Source: an optimization exercise on an open RTL-to-GDS flow (aim: small area). Production flows keep margins and buffers that such runs may drop. At most, simulation tests tie the RTL to the original design; equivalence was not proved. Power figures rest on the tool's default switching activity, not on a simulated workload.

==> job 4289 <==
Design sram, start of the top module:
module sram #(
    parameter ADDR_WIDTH = 8,
    parameter DATA_WIDTH = 8,
    parameter MEM_SIZE   = 1 << ADDR_WIDTH
)(
    input  wire                  clk,
    input  wire                  reset_n,
    input  wire                  chip_enable_n,
    input  wire                  write_enable_n,
    input  wire                  read_enable_n,
    input  wire [ADDR_WIDTH-1:0] address,
    input  wire [DATA_WIDTH-1:0] data_in,
    output reg  [DATA_WIDTH-1:0] data_out
);
    reg [DATA_WIDTH-1:0] mem [0:MEM_SIZE-1];
    integer i;
    reg [1:0] current_state;
    reg [1:0] next_state;
    localparam IDLE  = 2'b00;
    localparam WRITE = 2'b01;
    localparam READ  = 2'b10;
    always @(*) begin
        case (current_state)
            IDLE: begin
                if (!chip_enable_n && !write_enable_n && read_enable_n)
                    next_state = WRITE;
                else if (!chip_enable_n && !read_enable_n && write_enable_n)
                    next_state = READ;
                else
                    next_state = IDLE;
            end
            WRITE: begin
  ...
==> module sram, before the edit <==
module sram #(
    parameter ADDR_WIDTH = 8,
    parameter DATA_WIDTH = 8,
    parameter MEM_SIZE   = 1 << ADDR_WIDTH
)(
    input  wire                  clk,
    input  wire                  reset_n,
    input  wire                  chip_enable_n,
    input  wire                  write_enable_n,
    input  wire                  read_enable_n,
    input  wire [ADDR_WIDTH-1:0] address,
    input  wire [DATA_WIDTH-1:0] data_in,
    output reg  [DATA_WIDTH-1:0] data_out
);
    reg [DATA_WIDTH-1:0] mem [0:MEM_SIZE-1];
    integer i;
    reg [1:0] current_state;
    reg [1:0] next_state;
    localparam IDLE  = 2'b00;
    localparam WRITE = 2'b01;
    localparam READ  = 2'b10;
    always @(*) begin
        case (current_state)
            IDLE: begin
                if (!chip_enable_n && !write_enable_n && read_enable_n)
                    next_state = WRITE;
                else if (!chip_enable_n && !read_enable_n && write_enable_n)
                    next_state = READ;
                else
                    next_state = IDLE;
            end
            WRITE: begin
                if (chip_enable_n || write_enable_n)
                    next_state = IDLE;
                else
                    next_state = WRITE;
            end
            READ: begin
                if (chip_enable_n || read_enable_n)
                    next_state = IDLE;
                else
                    next_state = READ;
            end
            default: next_state = IDLE;
        endcase
    end
    always @(posedge clk or negedge reset_n) begin
        if (!reset_n)
            current_state <= IDLE;
        else
            current_state <= next_state;
    end
    always @(posedge clk or negedge reset_n) begin
        if (!reset_n) begin
            for (i = 0; i < MEM_SIZE; i = i + 1)
                mem[i] <= {DATA_WIDTH{1'b0}};
        end else if (current_state == WRITE && !chip_enable_n && !write_enable_n) begin
            mem[address] <= data_in;
        end
    end
    always @(*) begin
        if (current_state == READ && !chip_enable_n && !read_enable_n)
            data_out = mem[address];
        else
            data_out = {DATA_WIDTH{1'b0}};
    end
endmodule
Settings: LEC_CHECK=0, CAP_MARGIN=40, CORE_MARGIN=2, CORE_UTILIZATION=50, SLEW_MARGIN=20; clock period 15.0 ns.
run.sh (not shown) runs the stock make flow with config.mk's settings and CLKGATE_MAP_FILE= SYNTH_SCRIPT=/design/flow/synth_recipe.tcl, a recipe that flattens the netlist after the stock synthesis.
==> job 9256: changes against job 4289 <==
==> flow/design.v (replaced) <==
module sram_bit (
    input  wire q,
    input  wire load,
    input  wire col,
    input  wire hold,
    output wire d
);
    assign d = ~((q | load) & (col | hold));
endmodule
module sram_nand2 (
    input  wire a,
    input  wire b,
    output wire y
);
    assign y = ~(a & b);
endmodule
module sram_nor2 (
    input  wire a,
    input  wire b,
    output wire y
);
    assign y = ~(a | b);
endmodule
module sram_or4 (
    input  wire a,
    input  wire b,
    input  wire c,
    input  wire d,
    output wire y
);
    assign y = a | b | c | d;
endmodule
module sram_nand4 (
    input  wire a,
    input  wire b,
    input  wire c,
    input  wire d,
    output wire y
);
    assign y = ~(a & b & c & d);
endmodule
module sram_aoi222 (
    input  wire a0,
    input  wire s0,
    input  wire a1,
    input  wire s1,
    input  wire a2,
    input  wire s2,
    output wire y
);
    assign y = ~((a0 & s0) | (a1 & s1) | (a2 & s2));
endmodule
module sram_nand3 (
    input  wire a,
    input  wire b,
    input  wire c,
    output wire y
);
    assign y = ~(a & b & c);
endmodule
module sram_rd48 (
    input  wire [47:0] q,
    input  wire [47:0] sel,
    output wire        one
);
    wire [15:0] y;
    wire [3:0]  o;
    genvar k;
    generate
        for (k = 0; k < 16; k = k + 1) begin : unit
            sram_aoi222 u (.a0(q[k]), .s0(sel[k]), .a1(q[16+k]), .s1(sel[16+k]),
                           .a2(q[32+k]), .s2(sel[32+k]), .y(y[k]));
        end
        for (k = 0; k < 4; k = k + 1) begin : quad
            sram_nand4 u (.a(y[4*k]), .b(y[4*k+1]), .c(y[4*k+2]), .d(y[4*k+3]), .y(o[k]));
        end
    endgenerate
    sram_or4 u_one (.a(o[0]), .b(o[1]), .c(o[2]), .d(o[3]), .y(one));
endmodule
module sram_rd16 (
    input  wire [15:0] q,
    input  wire [15:0] sel,
    output wire [1:0]  o
);
    wire [5:0] y;
    genvar k;
    generate
        for (k = 0; k < 5; k = k + 1) begin : unit
            sram_aoi222 u (.a0(q[3*k]), .s0(sel[3*k]), .a1(q[3*k+1]), .s1(sel[3*k+1]),
                           .a2(q[3*k+2]), .s2(sel[3*k+2]), .y(y[k]));
        end
    endgenerate
    sram_nand2 u_y5 (.a(q[15]), .b(sel[15]), .y(y[5]));
    sram_nand4 u_o0 (.a(y[0]), .b(y[1]), .c(y[2]), .d(y[3]), .y(o[0]));
    sram_nand2 u_o1 (.a(y[4]), .b(y[5]), .y(o[1]));
endmodule
module sram #(
    parameter ADDR_WIDTH = 8,
    parameter DATA_WIDTH = 8,
    parameter MEM_SIZE   = 1 << ADDR_WIDTH
)(
    input  wire                  clk,
    input  wire                  reset_n,
    input  wire                  chip_enable_n,
    input  wire                  write_enable_n,
    input  wire                  read_enable_n,
    input  wire [ADDR_WIDTH-1:0] address,
    input  wire [DATA_WIDTH-1:0] data_in,
    output wire [DATA_WIDTH-1:0] data_out
);
    localparam IDLE  = 2'b00;
    localparam WRITE = 2'b01;
    localparam READ  = 2'b10;
    reg [1:0] current_state;
    reg [1:0] next_state;
    always @(*) begin
        case (current_state)
            IDLE: begin
                if (!chip_enable_n && !write_enable_n && read_enable_n)
                    next_state = WRITE;
                else if (!chip_enable_n && !read_enable_n && write_enable_n)
                    next_state = READ;
                else
                    next_state = IDLE;
            end
            WRITE:   next_state = (chip_enable_n || write_enable_n) ? IDLE : WRITE;
            READ:    next_state = (chip_enable_n || read_enable_n)  ? IDLE : READ;
            default: next_state = IDLE;
        endcase
    end
    always @(posedge clk or negedge reset_n) begin
        if (!reset_n)
            current_state <= IDLE;
        else
            current_state <= next_state;
    end
    reg live;
    always @(posedge clk or negedge reset_n) begin
        if (!reset_n)
            live <= 1'b0;
        else
            live <= 1'b1;
    end
    reg phase;
    always @(posedge clk or negedge reset_n) begin
        if (!reset_n)
            phase <= 1'b0;
        else
            phase <= !phase;
    end
    wire wr = (current_state == WRITE) && !chip_enable_n && !write_enable_n;
    wire rd = (current_state == READ)  && !chip_enable_n && !read_enable_n;
    wire [DATA_WIDTH-1:0] col_n = ~(data_in ^ {DATA_WIDTH{!phase}});
    wire [15:0] lo, hi;
    genvar i;
    generate
        for (i = 0; i < 16; i = i + 1) begin : pre
            assign lo[i] = (address[3:0] == i);
            assign hi[i] = (address[7:4] == i);
        end
    endgenerate
    wire [15:0] hold, khi, hix;
    generate
        for (i = 0; i < 16; i = i + 1) begin : rowpre
            assign hold[i] = live && !(wr && lo[i]);
            assign khi[i]  = live && !hi[i];
            assign hix[i]  = live && hi[i];
        end
    endgenerate
    wire [DATA_WIDTH-1:0] colx [0:15];
    genvar w, b;
    generate
        for (i = 0; i < 16; i = i + 1) begin : cols
            for (b = 0; b < DATA_WIDTH; b = b + 1) begin : bits
                sram_nand2 u (.a(hix[i]), .b(col_n[b]), .y(colx[i][b]));
            end
        end
    endgenerate
    reg  [DATA_WIDTH-1:0] mem [0:MEM_SIZE-1];
    wire [MEM_SIZE-1:0]   rdq [0:DATA_WIDTH-1];
    generate
        for (w = 0; w < MEM_SIZE; w = w + 1) begin : word
            wire load;
            sram_nor2 u_load (.a(hold[w % 16]), .b(khi[w / 16]), .y(load));
            wire [DATA_WIDTH-1:0] d;
            for (b = 0; b < DATA_WIDTH; b = b + 1) begin : bits
                sram_bit u (.q(mem[w][b]), .load(load), .col(colx[w / 16][b]), .hold(hold[w % 16]), .d(d[b]));
                assign rdq[b][w] = mem[w][b];
            end
            always @(posedge clk)
                mem[w] <= d;
        end
    endgenerate
    wire [15:0] rlo_n = ~lo;
    wire [2:0]  hm_n;
    wire [5:0]  hg;
    wire [47:0] rsel;
    assign hm_n[0] = !(hi[0] || hi[3] || hi[6] || hi[9]  || hi[12] || hi[15]);
    assign hm_n[1] = !(hi[1] || hi[4] || hi[7] || hi[10] || hi[13]);
    assign hm_n[2] = !(hi[2] || hi[5] || hi[8] || hi[11] || hi[14]);
    generate
        for (i = 0; i < 5; i = i + 1) begin : rgrp
            assign hg[i] = hi[3*i] || hi[3*i+1] || hi[3*i+2];
        end
        for (i = 0; i < 48; i = i + 1) begin : rpre
            sram_nor2 u (.a(hm_n[i / 16]), .b(rlo_n[i % 16]), .y(rsel[i]));
        end
    endgenerate
    assign hg[5] = hi[15];
    wire [DATA_WIDTH-1:0] rbit;
    genvar g;
    generate
        for (b = 0; b < DATA_WIDTH; b = b + 1) begin : rbits
            wire [4:0] one;
            wire [1:0] o5;
            wire [2:0] y;
            for (g = 0; g < 5; g = g + 1) begin : grp
                sram_rd48 u (.q(rdq[b][48*g +: 48]), .sel(rsel), .one(one[g]));
            end
            sram_rd16 u_last (.q(rdq[b][240 +: 16]), .sel(rsel[15:0]), .o(o5));
            sram_aoi222 u_ya (.a0(one[0]), .s0(hg[0]), .a1(one[1]), .s1(hg[1]),
                              .a2(one[2]), .s2(hg[2]), .y(y[0]));
            sram_aoi222 u_yb (.a0(one[3]), .s0(hg[3]), .a1(one[4]), .s1(hg[4]),
                              .a2(o5[0]), .s2(hg[5]), .y(y[1]));
            sram_nand2  u_yc (.a(o5[1]), .b(hg[5]), .y(y[2]));
            sram_nand3  u_r  (.a(y[0]), .b(y[1]), .c(y[2]), .y(rbit[b]));
        end
    endgenerate
    assign data_out = rd ? ~(rbit ^ {DATA_WIDTH{phase}}) : {DATA_WIDTH{1'b0}};
endmodule
- CAP_MARGIN: 40 -> 10
- CORE_UTILIZATION: 50 -> 70
- CTS_CLUSTER_DIAMETER: unset -> 80
- CTS_CLUSTER_SIZE: unset -> 30
- SLEW_MARGIN: 20 -> 10
- SYNTH_HIERARCHICAL: unset -> 1
==> flow_summary.yaml <==
synthesis:
  synthesis.nets: 7005
  muxShareOfSynthArea: 0.253
final_layout:
  clock_buffer_count: 331
power:
  power_frac_comb: 0.048
floorplanning:
  num_tap_cells: 2464
  die_y_um: 434
detailed_routing:
  firstDrtPassIters: 7
critical_path:
  crit_slowest_cell: "nor4_1"
  cp_cell_sequence: "buf_4, buf_4, or4b_2, buf_4, nor2_1, buf_4, a2111oi_0, nand4_1, nor4_1, nand4_1, nor4_1, a211oi_1, clkdlybuf4s50_1"
  critPathLaunch: "address[7]"
status:
  status: "complete, no violations"
-- figures above: job 4289

==> flow_summary.yaml <==
status:
  status: "complete, no violations"
final_layout:
  clock_buffer_count: 85
power:
  power_frac_comb: 0.112
  clkPwrFrac: 0.252
detailed_routing:
  vias: 62000
  firstDrtPassIters: 22
synthesis:
  synthesis.nets: 5648
critical_path:
  cp_cell_sequence: "clkdlybuf4s50_1, nand2b_1, o22ai_1, a41oi_4, nor2_4, buf_4, a222oi_1, nand4_1, or4_1, a222oi_1, nand3_1, xor2_1, nor2_1, clkdlybuf4s50_1"
  crit_slowest_cell: "a222oi_1"
  critPathLaunch: "address[6]"
clock_network:
  clock_latency_ps: 730
floorplanning:
  die_y_um: 309
  num_tap_cells: 1243
-- figures above: job 9256

For job 4289, only the layout was checked, not whether the RTL still works.

[afterwards: timing with drivers on the ports]
In the flow no input, the clock included, has a driving cell. The finished layouts below were timed again as built, in two steps. Step 1 (the two cells are an assumption about what drives the block):
set clk [get_ports {clk}]
set_driving_cell -lib_cell sky130_fd_sc_hd__clkbuf_16 $clk
set_driving_cell -lib_cell sky130_fd_sc_hd__buf_2 [delete_from_list [all_inputs] $clk]
Step 2, shift: input delay + t, output delay - t, t = (earliest + latest rising clock arrival at the registers) / 2. This alone moves slack from input paths to output paths. Three values: ideal, step 1, step 2; two values: the first two.
| run | t, ns | setup slack, ns | hold slack, ns |
|---|---|---|---|
| job 4289 | 0.989 | 3.190 / 3.156 / 3.156 | 0.499 / 0.499 / 0.499 |
| job 9256 | 0.792 | 1.719 / 1.602 / 1.602 | 0.450 / 0.450 / 0.450 |
After both steps setup and hold are still met in every run listed. The setup slack of job 9256, which loses most, moves by -0.117 ns with the drivers and by -0.117 ns with both steps.
